From an optimization exercise on the open Yosys and OpenROAD flow, aimed at small area, a short achievable clock period and few clock cycles per item; shortcuts taken in it are not production practice.
RTL that was checked went through simulation tests only; none was proved equivalent to the original.

Setup of lane 1:
Design expression_solver, start of the top module:
module expression_solver
(
    input clk,
    input rst,
    input start,
    input [7:0] X,
    input [15:0] A,
    input [15:0] B,
    input [15:0] C,
    output [15:0] result,
    output zero,
    output overflow,
    output completed
);
Size in the first run: ~19 flip-flops, about 78 I/O pins.
Settings: LEC_CHECK=0, CAP_MARGIN=20, CORE_MARGIN=2, CORE_UTILIZATION=40, SETUP_SLACK_MARGIN=1, SLEW_MARGIN=20; clock period 11.0 ns.
run.sh (not shown) runs the stock make flow with config.mk's settings and CLKGATE_MAP_FILE= SYNTH_SCRIPT=/design/flow/synth_recipe.tcl, a recipe that flattens the netlist after the stock synthesis.
For lane 2, these inputs were changed with respect to lane 1:
Settings: swapping 1 for 2 in SETUP_SLACK_MARGIN.
### Flow results
- Lane 2 ends up with a sequential fraction of total cell area that is 0.62 points lower than in lane 1.
- ~same clock network contribution to total cell area in lane 2 and lane 1
- Via count normalized by instance count (lower): lane 1
- In the tables for lane 2 and lane 1, layout overhead on the synthesized area reads higher with lane 2.
- Time the final worst path needs with I/O delays and setup (lane 2 over lane 1): decrease, 0.85 ns
- In the final reports, the cell area of lane 2 is larger than that of lane 1.
- Between lane 1 and lane 2, the cell depth of the worst hold path figures differ only marginally.
No functional check of the RTL was part of any run of this note.


expression_solver, a different RTL version from the one above (not shown whole).
Size: roughly 18 flip-flops, roughly 78 I/O pins, roughly 0.0038 mm2 of cells after synthesis.
Settings: LEC_CHECK=0, CAP_MARGIN=20, CORE_MARGIN=2, CORE_UTILIZATION=40, SETUP_SLACK_MARGIN=2, SLEW_MARGIN=20, SYNTH_HIERARCHICAL=1, SYNTH_MINIMUM_KEEP_SIZE=0; clock period 11.0 ns.
standard.sh (not shown) runs the stock make flow with config.mk's settings and CLKGATE_MAP_FILE= SYNTH_SCRIPT=/design/flow/synth_recipe.tcl, a recipe that flattens the netlist after the stock synthesis.
==> flow/flow/run.sh <==
#!/bin/bash
# The standard layout, with the port buffers made from the smallest buffer
# (buf_1) instead of the delay buffer buffer_ports picks by default; the
# resizer still upsizes them where timing, slew or load ask for it.
set -euo pipefail
export BUFFER_PORTS_ARGS="-buffer_cell sky130_fd_sc_hd__buf_1"
bash standard.sh > standard_finish.log 2>&1
The starting point completed without violations.
Edit:
Settings changed: SETUP_SLACK_MARGIN 2 to 2.5.
What happened:
- The new run finished clean
- count of clock-buffer cells in the layout stays the same
- clock skew is about the same
- cell area increases by 5.4%
- wire length increases by 3.4%
- critical path depth does not change
- die area stays the same
- setup slack is about the same
- via count increases by 3.1%
No functional check of the RTL was part of any run of this note.


== job 2870 ==
expression_solver, a different RTL version from the one above (not shown whole).
For scale: ~18 flip-flops, ~3800 um2 of cells after synthesis.
export LEC_CHECK = 0
export CAP_MARGIN = 20
export CORE_MARGIN = 2
export CORE_UTILIZATION = 40
export CTS_BUF_LIST = sky130_fd_sc_hd__clkbuf_8
export CTS_CLUSTER_DIAMETER = 200
export CTS_CLUSTER_SIZE = 50
export SETUP_SLACK_MARGIN = 2
export SLEW_MARGIN = 20
export SYNTH_HIERARCHICAL = 1
export SYNTH_MINIMUM_KEEP_SIZE = 0
create_clock -name core_clock -period 11.0 [get_ports {clk}]
Scripts as last shown in full above: flow/flow/run.sh
Job 2870 was carried through to the last stage, and its layout satisfied the timing, design-rule and antenna checks.
Testbench counts of job 2870, summed over its fixed seeds: cycles 2,400, items 1,200.
Relative to job 2870, the following input files were edited for job 1017:
--- a/flow/config.mk
+++ b/flow/config.mk
@@ -7,2 +7,3 @@
 export LEC_CHECK = 0
+export ABC_AREA = 1
 export CAP_MARGIN = 20
@@ -10,5 +11,2 @@
 export CORE_UTILIZATION = 40
-export CTS_BUF_LIST = sky130_fd_sc_hd__clkbuf_8
-export CTS_CLUSTER_DIAMETER = 200
-export CTS_CLUSTER_SIZE = 50
 export SETUP_SLACK_MARGIN = 2
==> results.txt <==
Job 1017 finished end to end and its layout was clean on timing, DRC and antenna. Compare job 1017 and job 2870 | data arrival time of the worst path higher: job 2870. In the reports for job 1017 and job 2870, the smaller path length in cells of the critical path belongs to job 2870. [diff] fmax, job 1017 relative to job 2870: improvement. Looking at tightest hold margin, job 1017 sits below job 2870.


v27:
Another version of the RTL of expression_solver (not shown whole).
For scale: ~380 cells after synthesis, roughly 78 I/O pins, about 3900 µm² of cells after synthesis.
// expression_solver
module expression_solver
(
    input clk,
    input rst,
    input start,
    input [7:0] X,
    input [15:0] A,
    input [15:0] B,
    input [15:0] C,
    output [15:0] result,
    output zero,
    output overflow,
    output completed
);
    reg busy;          
    reg done;          
    reg [15:0] T;
    reg Z;             
    always @(posedge clk or posedge rst)
    begin
        if (rst) begin
            busy <= 1'b0;
            done <= 1'b0;
        end else begin
            if (start) busy <= 1'b1;
            done <= busy;
        end
    end
    wire [15:0] m = busy ? T : A;
    wire [7:0] x = X;
    wire [15:0] kn = ~(busy ? C : B);
    wire pp_0_0 = ~(x[0] & m[0]);
    wire pp_0_1 = ~(x[0] & m[1]);
    wire pp_0_2 = ~(x[0] & m[2]);
    wire pp_0_3 = ~(x[0] & m[3]);
    wire pp_0_4 = ~(x[0] & m[4]);
    wire pp_0_5 = ~(x[0] & m[5]);
    wire pp_0_6 = ~(x[0] & m[6]);
    wire pp_0_7 = ~(x[0] & m[7]);
    wire pp_0_8 = ~(x[0] & m[8]);
    wire pp_0_9 = ~(x[0] & m[9]);
    wire pp_0_10 = ~(x[0] & m[10]);
    wire pp_0_11 = ~(x[0] & m[11]);
    wire pp_0_12 = ~(x[0] & m[12]);
    wire pp_0_13 = ~(x[0] & m[13]);
    wire pp_0_14 = ~(x[0] & m[14]);
    wire pp_0_15 = ~(x[0] & m[15]);
    wire pp_1_0 = ~(x[1] & m[0]);
    wire pp_1_1 = ~(x[1] & m[1]);
    wire pp_1_2 = ~(x[1] & m[2]);
    wire pp_1_3 = ~(x[1] & m[3]);
    wire pp_1_4 = ~(x[1] & m[4]);
    wire pp_1_5 = ~(x[1] & m[5]);
    wire pp_1_6 = ~(x[1] & m[6]);
    wire pp_1_7 = ~(x[1] & m[7]);
    wire pp_1_8 = ~(x[1] & m[8]);
    wire pp_1_9 = ~(x[1] & m[9]);
    wire pp_1_10 = ~(x[1] & m[10]);
    wire pp_1_11 = ~(x[1] & m[11]);
    wire pp_1_12 = ~(x[1] & m[12]);
    wire pp_1_13 = ~(x[1] & m[13]);
    wire pp_1_14 = ~(x[1] & m[14]);
    wire pp_2_0 = ~(x[2] & m[0]);
    wire pp_2_1 = ~(x[2] & m[1]);
    wire pp_2_2 = ~(x[2] & m[2]);
    wire pp_2_3 = ~(x[2] & m[3]);
    wire pp_2_4 = ~(x[2] & m[4]);
    wire pp_2_5 = ~(x[2] & m[5]);
    wire pp_2_6 = ~(x[2] & m[6]);
    wire pp_2_7 = ~(x[2] & m[7]);
    wire pp_2_8 = ~(x[2] & m[8]);
    wire pp_2_9 = ~(x[2] & m[9]);
    wire pp_2_10 = ~(x[2] & m[10]);
    wire pp_2_11 = ~(x[2] & m[11]);
  ...
export LEC_CHECK = 0
export CAP_MARGIN = 20
export CORE_MARGIN = 2
export CORE_UTILIZATION = 40
export SETUP_SLACK_MARGIN = 2
export SLEW_MARGIN = 20
export SYNTH_HIERARCHICAL = 1
export SYNTH_MINIMUM_KEEP_SIZE = 0
create_clock -name core_clock -period 11.0 [get_ports {clk}]
==> flow/flow/run.sh <==
#!/bin/bash
# The standard layout, with two changes:
# - the port buffers are made from the smallest buffer (buf_1) instead of the
#   delay buffer buffer_ports picks by default; the resizer still upsizes
#   them where timing, slew or load ask for it;
# - clock tree synthesis does not add dummy loads.
set -euo pipefail
export BUFFER_PORTS_ARGS="-buffer_cell sky130_fd_sc_hd__buf_1"
export CTS_ARGS="-sink_clustering_enable -repair_clock_nets -dont_use_dummy_load"
bash standard.sh > standard_finish.log 2>&1
v27 completed; timing, DRC and antenna clean
Testbench counts of v27, summed over its fixed seeds: cycles 2,400, items 1,200.
Relative to v27, the following input files were edited for v39:
==> flow/flow/run.sh <==
#!/bin/bash
# The standard layout, with the port buffers made from the smallest buffer
# (buf_1) instead of the delay buffer buffer_ports picks by default; the
# resizer still upsizes them where timing, slew or load ask for it.
set -euo pipefail
export BUFFER_PORTS_ARGS="-buffer_cell sky130_fd_sc_hd__buf_1"
bash standard.sh > standard_finish.log 2>&1
--- outcome ---
In terms of utilization of the core after routing, v39 and v27 differ only marginally.


expression_solver, a different RTL version from the one above (not shown whole).
Size: about 370 cells after synthesis, ~18 flip-flops, about 78 I/O pins, ~0.0038 mm2 of cells after synthesis.
// expression_solver
module expression_solver
(
    input clk,
    input rst,
    input start,
    input [7:0] X,
    input [15:0] A,
    input [15:0] B,
    input [15:0] C,
    output [15:0] result,
    output zero,
    output overflow,
    output completed
);
    reg busy;          
    reg done;          
    reg [15:0] T;
    always @(posedge clk or posedge rst)
    begin
        if (rst) begin
            busy <= 1'b0;
            done <= 1'b0;
        end else begin
            if (start) busy <= 1'b1;
            done <= busy;
        end
    end
    wire [15:0] m = busy ? T : A;
    wire [7:0] x = X;
    wire [15:0] kn = ~(busy ? C : B);
    wire pp_0_0 = ~(x[0] & m[0]);
    wire pp_0_1 = ~(x[0] & m[1]);
    wire pp_0_2 = ~(x[0] & m[2]);
    wire pp_0_3 = ~(x[0] & m[3]);
    wire pp_0_4 = ~(x[0] & m[4]);
    wire pp_0_5 = ~(x[0] & m[5]);
    wire pp_0_6 = ~(x[0] & m[6]);
    wire pp_0_7 = ~(x[0] & m[7]);
    wire pp_0_8 = ~(x[0] & m[8]);
    wire pp_0_9 = ~(x[0] & m[9]);
    wire pp_0_10 = ~(x[0] & m[10]);
    wire pp_0_11 = ~(x[0] & m[11]);
    wire pp_0_12 = ~(x[0] & m[12]);
    wire pp_0_13 = ~(x[0] & m[13]);
    wire pp_0_14 = ~(x[0] & m[14]);
    wire pp_0_15 = ~(x[0] & m[15]);
    wire pp_1_0 = ~(x[1] & m[0]);
    wire pp_1_1 = ~(x[1] & m[1]);
    wire pp_1_2 = ~(x[1] & m[2]);
    wire pp_1_3 = ~(x[1] & m[3]);
    wire pp_1_4 = ~(x[1] & m[4]);
    wire pp_1_5 = ~(x[1] & m[5]);
    wire pp_1_6 = ~(x[1] & m[6]);
    wire pp_1_7 = ~(x[1] & m[7]);
  ...
export LEC_CHECK = 0
export CAP_MARGIN = 20
export CORE_MARGIN = 2
export CORE_UTILIZATION = 60
export SLEW_MARGIN = 20
export SYNTH_HIERARCHICAL = 1
export SYNTH_MINIMUM_KEEP_SIZE = 0
create_clock -name core_clock -period 11.0 [get_ports {clk}]
==> flow/flow/run.sh <==
#!/bin/bash
set -euo pipefail
export BUFFER_PORTS_ARGS="-buffer_cell sky130_fd_sc_hd__buf_1"
export SETUP_SLACK_MARGIN=5.5
bash standard.sh > standard_finish.log 2>&1
Testbench counts at the start, summed over its fixed seeds: cycles 3,600, items 1,200.
Next try:
==> flow/flow/run.sh (replaced) <==
#!/bin/bash
# The standard layout, with the port buffers made from the smallest buffer
# (buf_1) instead of the delay buffer buffer_ports picks by default; the
# resizer still upsizes them where timing, slew or load ask for it.
set -euo pipefail
export BUFFER_PORTS_ARGS="-buffer_cell sky130_fd_sc_hd__buf_1"
bash standard.sh > standard_finish.log 2>&1
CORE_UTILIZATION = 40   (was 60)
SETUP_SLACK_MARGIN = 5   (was not set)
The new run completed without violations.
Register-to-register slack improved by 0.15 ns.
Final area is lower by 6.3%.
Area after synthesis stays the same.
Routed wire length is lower by 7.5%.
Next try:
CORE_UTILIZATION = 70   (was 40)
After rerunning: Wire length increases slightly; via count grows by a few percent; die area fell by well over a third; utilization is higher by 35 points; sequential cell count does not change; clock skew drops by 0.0073 ns; non-clock buffer count went up by 1; design area shrinks slightly.
Next try:
CORE_UTILIZATION = 40   (was 70)
SETUP_SLACK_MARGIN = 4.5   (was 5)
Wire length fell by 1.0%.
Count of clock-buffer cells in the layout rose by 1.
Maximum frequency fell by about 5%.
Design area is about the same.
Global-route usage fell by 13 points.
Die area rose by about 70%.
Non-clock buffer count fell by 1.
Via count fell by about 3%.
Hold slack is worse by 0.11 ns.
Next try:
==> flow/flow/run.sh (replaced) <==
#!/bin/bash
set -euo pipefail
export BUFFER_PORTS_ARGS="-buffer_cell sky130_fd_sc_hd__buf_1"
export SETUP_SLACK_MARGIN=6
bash standard.sh > standard_finish.log 2>&1
CORE_UTILIZATION = 60   (was 40)
SETUP_SLACK_MARGIN = not set   (was 4.5)
Result: Final cell count drops by 7.0%; critical path depth came out higher by 1; clock skew is about the same; via count rises by 2.3%.
Next try:
==> flow/flow/run.sh (replaced) <==
#!/bin/bash
# The standard layout, with the port buffers made from the smallest buffer
# (buf_1) instead of the delay buffer buffer_ports picks by default; the
# resizer still upsizes them where timing, slew or load ask for it.
set -euo pipefail
export BUFFER_PORTS_ARGS="-buffer_cell sky130_fd_sc_hd__buf_1"
bash standard.sh > standard_finish.log 2>&1
CORE_UTILIZATION = 80   (was 60)
SETUP_SLACK_MARGIN = 5   (was not set)
Final area decreases by a little under a tenth. Via count increases by roughly a tenth. Worst hold slack got worse by 0.083 ns. Global-route usage increases by 11 points. Synthesized cell count stays the same. First-iteration DRC count increases to 3.4 times its value. Register-to-register slack got worse by 0.43 ns. Core utilization increases by 18 points.

-- port drivers added, routing unchanged --
The results above use ideal ports. As a check the final layouts listed here were re-extracted and re-timed, cells and wires unchanged. Step 1, drivers: a clkbuf_16 drives clk and a buf_2 each remaining input, both assumed. Step 2 moves the port delays by t, midway between the first and last clock arrival at a register: inputs arrive t later, outputs are due t later. That takes back most of the time a late clock gives input paths. Slacks: ideal ports / drivers / drivers and shift; pairs: ideal ports / drivers.
run | t, ns | slack for setup (ns) | worst hold slack (ns) | worst register clock-pin slew, ns | worst data-port slew with drivers (ns)
lane 1 | 0.275 | 1.232 / 1.204 / 1.204 | 0.479 / 0.479 / 0.479 | 0.07 / 0.07 | 0.04
lane 2 | 0.275 | 2.084 / 2.059 / 2.059 | 0.484 / 0.484 / 0.484 | 0.07 / 0.07 | 0.04
the first run of note 2 | 0.279 | 2.124 / 2.097 / 2.097 | 0.888 / 0.888 / 0.888 | 0.07 / 0.07 | 0.04
the second run of note 2 | 0.280 | 2.123 / 2.078 / 2.078 | 0.896 / 0.896 / 0.896 | 0.07 / 0.07 | 0.05
job 2870 | 0.277 | 2.215 / 2.186 / 2.186 | 0.531 / 0.531 / 0.531 | 0.07 / 0.07 | 0.04
job 1017 | 0.276 | 2.267 / 2.245 / 2.245 | 0.504 / 0.504 / 0.504 | 0.07 / 0.07 | 0.03
v27 | 0.280 | 2.210 / 2.188 / 2.188 | 0.498 / 0.498 / 0.498 | 0.08 / 0.08 | 0.03
v39 | 0.284 | 2.216 / 2.194 / 2.194 | 0.500 / 0.500 / 0.500 | 0.08 / 0.08 | 0.03
the first run of note 5 | 0.273 | 5.242 / 5.233 / 4.960 | 0.882 / 0.882 / 0.882 | 0.07 / 0.07 | 0.04
the second run of note 5 | 0.274 | 5.145 / 5.143 / 4.870 | 0.807 / 0.807 / 0.807 | 0.07 / 0.07 | 0.03
the third run of note 5 | 0.280 | 5.060 / 5.062 / 4.782 | 0.903 / 0.903 / 0.903 | 0.07 / 0.07 | 0.04
the fourth run of note 5 | 0.277 | 4.761 / 4.759 / 4.482 | 0.791 / 0.791 / 0.791 | 0.07 / 0.07 | 0.03
the fifth run of note 5 | 0.278 | 5.289 / 5.288 / 5.009 | 0.885 / 0.885 / 0.885 | 0.07 / 0.07 | 0.04
the sixth run of note 5 | 0.278 | 5.015 / 5.003 / 4.725 | 0.802 / 0.802 / 0.802 | 0.07 / 0.07 | 0.04
After both steps setup and hold are still met in every run listed. For the sixth run of note 5, which loses most, drivers alone change the setup slack by -0.012 ns; drivers and shift together by -0.290 ns.
